This design comes from an exercise in tuning for small area, a short achievable clock period and few clock cycles per item on the open sky130 flow, not from production work. At most, simulation tests tie the RTL to the original design; equivalence was not proved. Power figures rest on the tool's default switching activity, not on a simulated workload.

job 101:
==> flow/design.v <==
module svmstorage #(parameter W = 10, parameter DEPTH = 1) (
    input                  clk,
    input                  en,
    input                  ld,
    input      [W-1:0]     din,
    output     [W-1:0]     head,
    output     [W-1:0]     tail,
    output     [W-1:0]     pre
);
reg [W-1:0] q [0:DEPTH-1];
integer n;
always @(posedge clk) begin
    if (en | ld)
        q[0] <= din;
    if (en)
        for (n = 1; n < DEPTH; n = n + 1)
            q[n] <= q[n-1];
end
assign head = q[0];
assign tail = q[DEPTH-1];
assign pre  = q[(DEPTH > 1) ? DEPTH-2 : 0];
endmodule
module testDataModule (
    input              pass,
    input              dbl,
    input              ng,
    input      [10:0]  v,
    output     [11:0]  u
);
wire [11:0] vs  = {v[10], v};
wire [11:0] mag = ({12{pass}} & vs) | ({12{dbl}} & {vs[10:0], 1'b0});
wire [11:0] t   = mag ^ {12{ng}};
assign u = {~t[11], t[10:0]};
endmodule
module fsm_Hand(clk,rst,start,ready,result,write1,write2,SVMin,datain);
input clk,rst,start;
input write1;
input write2;
input signed [8:0] SVMin;
input signed [1:0] datain;
output result;
output ready;
reg ready;
reg result;
localparam IDLE = 2'd0, LW = 2'd1, LX = 2'd2, CP = 2'd3;
reg [1:0] st;
reg [3:0] row, col, k;
wire wbeat = (st == LW) & write1;
wire xbeat = (st == LX) & write2;
reg fin;
always @(posedge clk or negedge rst)
    if (!rst) begin
        st <= IDLE; ready <= 1'b0;
    end else
        case (st)
        IDLE: if (start) begin
                st <= LW; ready <= 1'b0;
              end
        LW:   if (write1 && row == 4'd10 && col == 4'd10) st <= LX;
        LX:   if (write2 && k == 4'd10) st <= CP;
        CP:   if (fin) begin
                ready <= 1'b1;
                st    <= IDLE;
              end
        endcase
always @(posedge clk) begin
    if (st == IDLE) begin
        row <= 4'd0; col <= 4'd0; k <= 4'd0;
    end else begin
        if (wbeat) begin
            if (col == 4'd10) begin
                col <= 4'd0; row <= row + 4'd1;
            end else
                col <= col + 4'd1;
        end
        if (xbeat) k <= k + 4'd1;
    end
end
reg [1:0] xv [0:8];
reg [8:0] kgt;                  
reg [3:0] negs;
wire dm1 = datain[0];
wire dm2 = datain[1] & ~datain[0];
wire ds  = datain[1];
always @(posedge clk) begin : xh
    integer i;
    for (i = 0; i <= 8; i = i + 1)
        if (xbeat && k == i) xv[i] <= datain;
    if (st == IDLE) begin
        negs <= 4'd0; kgt <= 9'd0;
    end else if (xbeat) begin
        negs <= negs + {3'd0, ds}; kgt <= {kgt[7:0], 1'b1};
    end
end
reg [8:0]  Wq;
reg [8:0]  enR;
reg        enN, ldN, den, rot;
reg [9:0]  rtail;
reg        sp, sd, sn;          
reg        dq1, dq4;            
reg        first, lastL;
always @(posedge clk) begin : ctl
    integer i;
    Wq  <= SVMin;
    for (i = 0; i <= 8; i = i + 1)
        enR[i] <= wbeat & (((row == i) & (col >= i + 2)) | ((row >= i + 2) & (col == i)));
    enN <= wbeat & (col == row + 4'd1);
    ldN <= wbeat & (col + 4'd1 == row);
    den <= (wbeat & (col == row)) | xbeat;
    rot <= col < row;
    sp  <= xbeat & (k != 4'd0) & dm1;
    sd  <= xbeat & (k != 4'd0) & dm2;
    sn  <= xbeat & (k != 4'd0) & ds;
    dq1 <= xbeat & dm1;
    dq4 <= xbeat & dm2;
    first <= xbeat & (k == 4'd0);
    lastL <= xbeat & (k == 4'd10);
    fin   <= lastL;
end
wire [9:0] tail [0:8];
wire [9:0] ntail, npre, nhead;
wire [8:0] dtail;
reg [9:0] rnext;
always @* begin : rsel_mux
    integer i;
    rnext = (col + 4'd1 == row) ? nhead : 10'd0;
    for (i = 0; i <= 8; i = i + 1)
        rnext = rnext | ({10{col == i && col + 4'd1 != row}} & tail[i]);
end
always @(posedge clk)
    rtail <= rnext;
wire [9:0] Wx = {Wq[8], Wq};
wire [9:0] hin = rot ? (rtail + Wx) : Wx;
genvar g;
generate
    for (g = 0; g <= 8; g = g + 1) begin : row_q
        svmstorage #(.W(10), .DEPTH(9 - g)) q (.clk(clk), .en(enR[g] | (xbeat & kgt[g])), .ld(1'b0),
                                               .din(hin), .head(), .tail(tail[g]), .pre());
    end
endgenerate
svmstorage #(.W(10), .DEPTH(10)) nq (.clk(clk), .en(enN | (xbeat & (k != 4'd0))), .ld(ldN),
                                     .din(hin), .head(nhead), .tail(ntail), .pre(npre));
svmstorage #(.W(9), .DEPTH(11)) dq (.clk(clk), .en(den), .ld(1'b0),
                                    .din(Wq), .head(), .tail(dtail), .pre());
function [31:0] csa;            
    input [15:0] a, b, c;
    begin
        csa[15:0]  = a ^ b ^ c;
        csa[31:16] = {((a & b) | (a & c) | (b & c)), 1'b0};
    end
endfunction
wire [11:0] u [0:9];
wire [15:0] z [0:9];
reg [8:0] tp, td, tn;
always @(posedge clk) begin : tc
    integer i;
    reg [1:0] xn;
    reg       an;
    for (i = 0; i <= 8; i = i + 1) begin
        xn = (xbeat && k == i) ? datain : xv[i];
        an = (st != IDLE) & (kgt[i] | (xbeat & (k == i)));
        tp[i] <= an & xn[0];
        td[i] <= an & xn[1] & ~xn[0];
        tn[i] <= an & xn[1];
    end
end
generate
    for (g = 0; g <= 8; g = g + 1) begin : term
        testDataModule t (.pass(tp[g]), .dbl(td[g]), .ng(tn[g]),
                          .v({tail[g][9], tail[g]}), .u(u[g]));
        assign z[g] = {4'd0, u[g]};
    end
endgenerate
wire [31:0] l1a = csa(z[0], z[1], z[2]);
wire [31:0] l1b = csa(z[3], z[4], z[5]);
wire [31:0] l1c = csa(z[6], z[7], z[8]);
wire [31:0] l2a = csa(l1a[15:0], l1a[31:16], l1b[15:0]);
wire [31:0] l2b = csa(l1b[31:16], l1c[15:0], l1c[31:16]);
reg  [15:0] F [0:3];
reg         vB;                 
always @(posedge clk) begin
    F[0] <= l2a[15:0]; F[1] <= l2a[31:16];
    F[2] <= l2b[15:0]; F[3] <= l2b[31:16];
    vB   <= xbeat;
end
wire [9:0] nnext = (k == 4'd0) ? ntail : npre;
reg  [11:0] ul;
testDataModule tl (.pass(dm1), .dbl(dm2), .ng(ds), .v({nnext[9], nnext}), .u(u[9]));
always @(posedge clk)
    ul <= u[9];
assign z[9] = {4'd0, ul};
wire [15:0] zc = {12'hB00, negs};
wire [31:0] m1a = csa(F[0], F[1], F[2]);
wire [31:0] m1b = csa(F[3], z[9], zc);
wire [31:0] m2  = csa(m1a[15:0], m1a[31:16], m1b[15:0]);
wire [31:0] m3  = csa(m2[15:0], m2[31:16], m1b[31:16]);
reg  [15:0] E0, E1;
always @(posedge clk)
    if (vB) begin
        E0 <= m3[15:0]; E1 <= m3[31:16];
    end
wire [15:0] g0 = ({16{sp}} & E0) | ({16{sd}} & {E0[14:0], 1'b0});
wire [15:0] g1 = ({16{sp}} & E1) | ({16{sd}} & {E1[14:0], 1'b0});
wire [15:0] o0 = g0 ^ {16{sn}};
wire [15:0] o1 = g1 ^ {16{sn}};
wire [15:0] dx = {{7{dtail[8]}}, dtail};
wire [15:0] dterm = ({16{dq1}} & dx) | ({16{dq4}} & {dx[13:0], 2'b00});
reg  [15:0] Ss, Sc;
wire [15:0] s0 = first ? 16'd255 : Ss;
wire [15:0] c0 = first ? 16'd0   : Sc;
wire [31:0] n1 = csa(s0, c0, dterm);
wire [31:0] n2 = csa(n1[15:0], {n1[31:17], sn}, o0);
wire [31:0] n3 = csa(n2[15:0], {n2[31:17], sn}, o1);
always @(posedge clk) begin
    Ss <= n3[15:0];
    Sc <= n3[31:16];
end
wire [15:0] rp = Ss ^ Sc;
wire [15:0] rg = Ss & Sc;
wire        rzero = (rp == {(Ss[14:0] | Sc[14:0]), 1'b0});
reg  [14:0] G [0:4];
reg  [14:0] Pp [0:4];
always @* begin : ks
    integer lv, b, d;
    G[0] = rg[14:0]; Pp[0] = rp[14:0];
    for (lv = 1; lv <= 4; lv = lv + 1) begin
        d = 1 << (lv - 1);
        for (b = 0; b < 15; b = b + 1)
            if (b >= d) begin
                G[lv][b]  = G[lv-1][b] | (Pp[lv-1][b] & G[lv-1][b-d]);
                Pp[lv][b] = Pp[lv-1][b] & Pp[lv-1][b-d];
            end else begin
                G[lv][b]  = G[lv-1][b];
                Pp[lv][b] = Pp[lv-1][b];
            end
    end
end
wire rsign = rp[15] ^ G[4][14];
always @(posedge clk)
    result <= ~rsign & ~rzero;
endmodule
Settings: LEC_CHECK=0, CAP_MARGIN=20, CORE_MARGIN=2, CORE_UTILIZATION=68, CTS_CLUSTER_DIAMETER=60, CTS_CLUSTER_SIZE=30, SETUP_SLACK_MARGIN=4.55, SLEW_MARGIN=20; clock period 7.0 ns.
run.sh (not shown) runs the stock make flow with config.mk's settings and CLKGATE_MAP_FILE= SYNTH_SCRIPT=/design/flow/synth_recipe.tcl, a recipe that flattens the netlist after the stock synthesis.
Testbench counts of job 101, summed over its fixed seeds: cycles 25,920, items 192.
diff inputs: job 101 => job 104
diff --git a/flow/design.v b/flow/design.v
--- a/flow/design.v
+++ b/flow/design.v
@@ -100,20 +100,30 @@
 reg        dq1, dq4;            
 reg        first, lastL;
+reg        dfx;                 
+reg        lp, ld, ln;          
+reg        sp1, sd1, sn1, dq11, dq41, first1, last1, dfx1;
 always @(posedge clk) begin : ctl
     integer i;
     Wq  <= SVMin;
     for (i = 0; i <= 8; i = i + 1)
-        enR[i] <= wbeat & (((row == i) & (col >= i + 2)) | ((row >= i + 2) & (col == i)));
-    enN <= wbeat & (col == row + 4'd1);
+        enR[i] <= (wbeat & (((row == i) & (col >= i + 2)) | ((row >= i + 2) & (col == i)))) |
+                  (xbeat & kgt[i]);
+    enN <= (wbeat & (col == row + 4'd1)) | xbeat;
     ldN <= wbeat & (col + 4'd1 == row);
-    den <= (wbeat & (col == row)) | xbeat;
+    den <= wbeat & (col == row);
     rot <= col < row;
-    sp  <= xbeat & (k != 4'd0) & dm1;
-    sd  <= xbeat & (k != 4'd0) & dm2;
-    sn  <= xbeat & (k != 4'd0) & ds;
-    dq1 <= xbeat & dm1;
-    dq4 <= xbeat & dm2;
-    first <= xbeat & (k == 4'd0);
-    lastL <= xbeat & (k == 4'd10);
+    lp  <= xbeat & dm1;
+    ld  <= xbeat & dm2;
+    ln  <= xbeat & ds;
+    sp1 <= xbeat & (k != 4'd0) & dm1;
+    sd1 <= xbeat & (k != 4'd0) & dm2;
+    sn1 <= xbeat & (k != 4'd0) & ds;
+    dq11 <= xbeat & dm1;
+    dq41 <= xbeat & dm2;
+    first1 <= xbeat & (k == 4'd0);
+    last1  <= xbeat & (k == 4'd10);
+    dfx1   <= xbeat;
+    sp <= sp1; sd <= sd1; sn <= sn1; dq1 <= dq11; dq4 <= dq41;
+    first <= first1; lastL <= last1; dfx <= dfx1;
     fin   <= lastL;
 end
@@ -135,11 +145,11 @@
 generate
     for (g = 0; g <= 8; g = g + 1) begin : row_q
-        svmstorage #(.W(10), .DEPTH(9 - g)) q (.clk(clk), .en(enR[g] | (xbeat & kgt[g])), .ld(1'b0),
+        svmstorage #(.W(10), .DEPTH(9 - g)) q (.clk(clk), .en(enR[g]), .ld(1'b0),
                                                .din(hin), .head(), .tail(tail[g]), .pre());
     end
 endgenerate
-svmstorage #(.W(10), .DEPTH(10)) nq (.clk(clk), .en(enN | (xbeat & (k != 4'd0))), .ld(ldN),
+svmstorage #(.W(10), .DEPTH(10)) nq (.clk(clk), .en(enN), .ld(ldN),
                                      .din(hin), .head(nhead), .tail(ntail), .pre(npre));
-svmstorage #(.W(9), .DEPTH(11)) dq (.clk(clk), .en(den), .ld(1'b0),
+svmstorage #(.W(9), .DEPTH(11)) dq (.clk(clk), .en(den | dfx), .ld(1'b0),
                                     .din(Wq), .head(), .tail(dtail), .pre());
 function [31:0] csa;            
@@ -155,12 +165,8 @@
 always @(posedge clk) begin : tc
     integer i;
-    reg [1:0] xn;
-    reg       an;
     for (i = 0; i <= 8; i = i + 1) begin
-        xn = (xbeat && k == i) ? datain : xv[i];
-        an = (st != IDLE) & (kgt[i] | (xbeat & (k == i)));
-        tp[i] <= an & xn[0];
-        td[i] <= an & xn[1] & ~xn[0];
-        tn[i] <= an & xn[1];
+        tp[i] <= xbeat & kgt[i] & xv[i][0];
+        td[i] <= xbeat & kgt[i] & xv[i][1] & ~xv[i][0];
+        tn[i] <= xbeat & kgt[i] & xv[i][1];
     end
 end
@@ -178,17 +184,19 @@
 wire [31:0] l2b = csa(l1b[31:16], l1c[15:0], l1c[31:16]);
 reg  [15:0] F [0:3];
-reg         vB;                 
+reg         vB, vC;             
+reg  [3:0]  negsB;
 always @(posedge clk) begin
     F[0] <= l2a[15:0]; F[1] <= l2a[31:16];
     F[2] <= l2b[15:0]; F[3] <= l2b[31:16];
     vB   <= xbeat;
-end
-wire [9:0] nnext = (k == 4'd0) ? ntail : npre;
+    vC   <= vB;
+    negsB <= negs;
+end
 reg  [11:0] ul;
-testDataModule tl (.pass(dm1), .dbl(dm2), .ng(ds), .v({nnext[9], nnext}), .u(u[9]));
+testDataModule tl (.pass(lp), .dbl(ld), .ng(ln), .v({ntail[9], ntail}), .u(u[9]));
 always @(posedge clk)
     ul <= u[9];
 assign z[9] = {4'd0, ul};
-wire [15:0] zc = {12'hB00, negs};
+wire [15:0] zc = {12'hB00, negsB};
 wire [31:0] m1a = csa(F[0], F[1], F[2]);
 wire [31:0] m1b = csa(F[3], z[9], zc);
@@ -197,5 +205,5 @@
 reg  [15:0] E0, E1;
 always @(posedge clk)
-    if (vB) begin
+    if (vC) begin
         E0 <= m3[15:0]; E1 <= m3[31:16];
     end
Notes after the runs:
Per the final summary, job 104 finished and its layout is clean on timing, DRC and antenna. Compared job 101 against job 104; xor/xnor share of the synthesized area within noise. Of job 104 and job 101, it is job 104 that has the higher clock period minus final worst setup slack. Delta(final worst setup slack, job 104 - job 101) < 0. Job 104 vs job 101 — post-route total power dropped by a few percent. Summary of job 104 over job 101: final cell count decreased 119; number of stages on the worst setup path increased 6; flip-flop and latch share of the layout cell area increased 2.3 points; total non-filler cell area in the finished layout decreased about 1.6%. In the flow results for job 104 and job 101, the total of cells resized after clock tree synthesis is smaller on job 104. Global-route usage: job 104 and job 101 compared, lower one is job 104. There was hardly any difference in die height between job 101 and job 104. Job 104: hold slack is 0.0079 ns lower than what job 101 reported.
Function not checked in job 104: the RTL went through the layout flow alone.

-- port drivers added, routing unchanged --
The flow's constraints put no driver on any port. The routed layouts listed below were extracted and timed again, unchanged, in two steps. Step 1, drivers: a clkbuf_16 drives clk and a buf_2 each remaining input, both assumed. Step 2 moves the port delays by t, midway between the first and last clock arrival at a register: inputs arrive t later, outputs are due t later. That takes back most of the time a late clock gives input paths. a / b / c = no drivers / after step 1 / after step 2; a / b = the first two.
run	t, ns	setup WS [ns]	hold WS [ns]	worst data-port slew with drivers (ns)	pins driven straight from the clock port
job 101	0.662	4.484 / 4.421 / 3.898	0.335 / 0.335 / 0.335	0.05	1
job 104	0.659	4.448 / 4.402 / 3.970	0.327 / 0.327 / 0.327	0.07	1
After both steps setup and hold are still met in every run listed. For job 101, which loses most, drivers alone change the setup slack by -0.063 ns; drivers and shift together by -0.586 ns.
